Context: an optimization exercise on an open-source flow, tuned for small area and a short achievable clock period. The choices shown serve that exercise and are no tape-out recipe. Power figures rest on the tool's default switching activity, not on a simulated workload.

// multiplier
module multiplier (
    output Ready,
    output Valid,
    output [31:0] R,
    input [15:0] X,
    input [15:0] Y,
    input Clk,
    input Rst
);
Settings: LEC_CHECK=0, CAP_MARGIN=20, CORE_MARGIN=2, CORE_UTILIZATION=40, SLEW_MARGIN=20; clock period 13.0 ns.
standard.sh (not shown) runs the stock make flow with config.mk's settings and CLKGATE_MAP_FILE= SYNTH_SCRIPT=/design/flow/synth_recipe.tcl, a recipe that flattens the netlist after the stock synthesis.
==> flow/flow/run.sh <==
#!/bin/bash
# The standard layout (standard.sh), with three settings changed:
# - the port buffers are plain buf_1 cells instead of the default delay buffer,
# - full-adder cells join the platform's don't-use list (half adders stay), so
#   the synthesis builds sums and carries from plain gates,
# - the resizer's timing repair aims for 8.6 ns of setup slack (the SDC and the
#   clock period are unchanged).
# Every tool's output goes to standard.log in this folder.
set -o pipefail
export BUFFER_PORTS_ARGS="-buffer_cell sky130_fd_sc_hd__buf_1"
export SETUP_SLACK_MARGIN=8.6
DU="sky130_fd_sc_hd__probe_p_8 sky130_fd_sc_hd__probec_p_8 sky130_fd_sc_hd__lpflow_bleeder_1 sky130_fd_sc_hd__lpflow_clkbufkapwr_1 sky130_fd_sc_hd__lpflow_clkbufkapwr_16 sky130_fd_sc_hd__lpflow_clkbufkapwr_2 sky130_fd_sc_hd__lpflow_clkbufkapwr_4 sky130_fd_sc_hd__lpflow_clkbufkapwr_8 sky130_fd_sc_hd__lpflow_clkinvkapwr_1 sky130_fd_sc_hd__lpflow_clkinvkapwr_16 sky130_fd_sc_hd__lpflow_clkinvkapwr_2 sky130_fd_sc_hd__lpflow_clkinvkapwr_4 sky130_fd_sc_hd__lpflow_clkinvkapwr_8 sky130_fd_sc_hd__lpflow_decapkapwr_12 sky130_fd_sc_hd__lpflow_decapkapwr_3 sky130_fd_sc_hd__lpflow_decapkapwr_4 sky130_fd_sc_hd__lpflow_decapkapwr_6 sky130_fd_sc_hd__lpflow_decapkapwr_8 sky130_fd_sc_hd__lpflow_inputiso0n_1 sky130_fd_sc_hd__lpflow_inputiso0p_1 sky130_fd_sc_hd__lpflow_inputiso1n_1 sky130_fd_sc_hd__lpflow_inputiso1p_1 sky130_fd_sc_hd__lpflow_inputisolatch_1 sky130_fd_sc_hd__lpflow_isobufsrc_1 sky130_fd_sc_hd__lpflow_isobufsrc_16 sky130_fd_sc_hd__lpflow_isobufsrc_2 sky130_fd_sc_hd__lpflow_isobufsrc_4 sky130_fd_sc_hd__lpflow_isobufsrc_8 sky130_fd_sc_hd__lpflow_isobufsrckapwr_16 sky130_fd_sc_hd__lpflow_lsbuf_lh_hl_isowell_tap_1 sky130_fd_sc_hd__lpflow_lsbuf_lh_hl_isowell_tap_2 sky130_fd_sc_hd__lpflow_lsbuf_lh_hl_isowell_tap_4 sky130_fd_sc_hd__lpflow_lsbuf_lh_isowell_4 sky130_fd_sc_hd__lpflow_lsbuf_lh_isowell_tap_1 sky130_fd_sc_hd__lpflow_lsbuf_lh_isowell_tap_2 sky130_fd_sc_hd__lpflow_lsbuf_lh_isowell_tap_4 sky130_fd_sc_hd__fa_1 sky130_fd_sc_hd__fa_2 sky130_fd_sc_hd__fa_4"
bash standard.sh "DONT_USE_CELLS=$DU" finish > standard.log 2>&1
Change:
==> flow/flow/run.sh (replaced) <==
#!/bin/bash
# The standard layout (standard.sh), with three settings changed:
# - the port buffers are plain buf_1 cells instead of the default delay buffer,
# - full-adder cells are left out of the cell choice (half adders stay), so the
#   synthesis builds the adder's sum and carry from plain gates,
# - the resizer's timing repair aims for 8.5 ns of setup slack (the SDC and the
#   clock period are unchanged).
# Every tool's output goes to standard.log in this folder.
set -o pipefail
export BUFFER_PORTS_ARGS="-buffer_cell sky130_fd_sc_hd__buf_1"
export DONT_USE_CELLS="sky130_fd_sc_hd__fa_1 sky130_fd_sc_hd__fa_2 sky130_fd_sc_hd__fa_4"
export SETUP_SLACK_MARGIN=8.5
bash standard.sh > standard.log 2>&1
The changed run ran to the end with no violations.
Via count fell by 0.91%.
Total power fell by 2.7%.
Worst hold slack barely changes.
Sequential power hardly moves.
Global-route usage climbs by 0.90 points.
Cell count is about the same.
Function was not checked in any run of this note: the RTL went through the layout flow alone.

-- afterwards: timing with drivers on the ports --
No port has a modelled driver above. Below, the same layouts with a new extraction and two added sets of constraints.
Step 1 sets driving cells, clkbuf_16 on the clock port and buf_2 on the other inputs (assumed; they add their load-dependent delay and slew).
Step 2 moves the port delays by t, midway between the first and last clock arrival at a register: inputs arrive t later, outputs are due t later. That takes back most of the time a late clock gives input paths.
Three values: ideal, step 1, step 2; two values: the first two.
run	t (ns)	setup slack, ns	hold WS [ns]	worst setup path after step 2
the first run	0.328	7.955 / 7.944 / 7.616	0.354 / 0.354 / 0.354	input to register
the second run	0.329	8.034 / 8.023 / 7.695	0.354 / 0.354 / 0.354	input to register
After both steps every run listed still meets setup and hold.
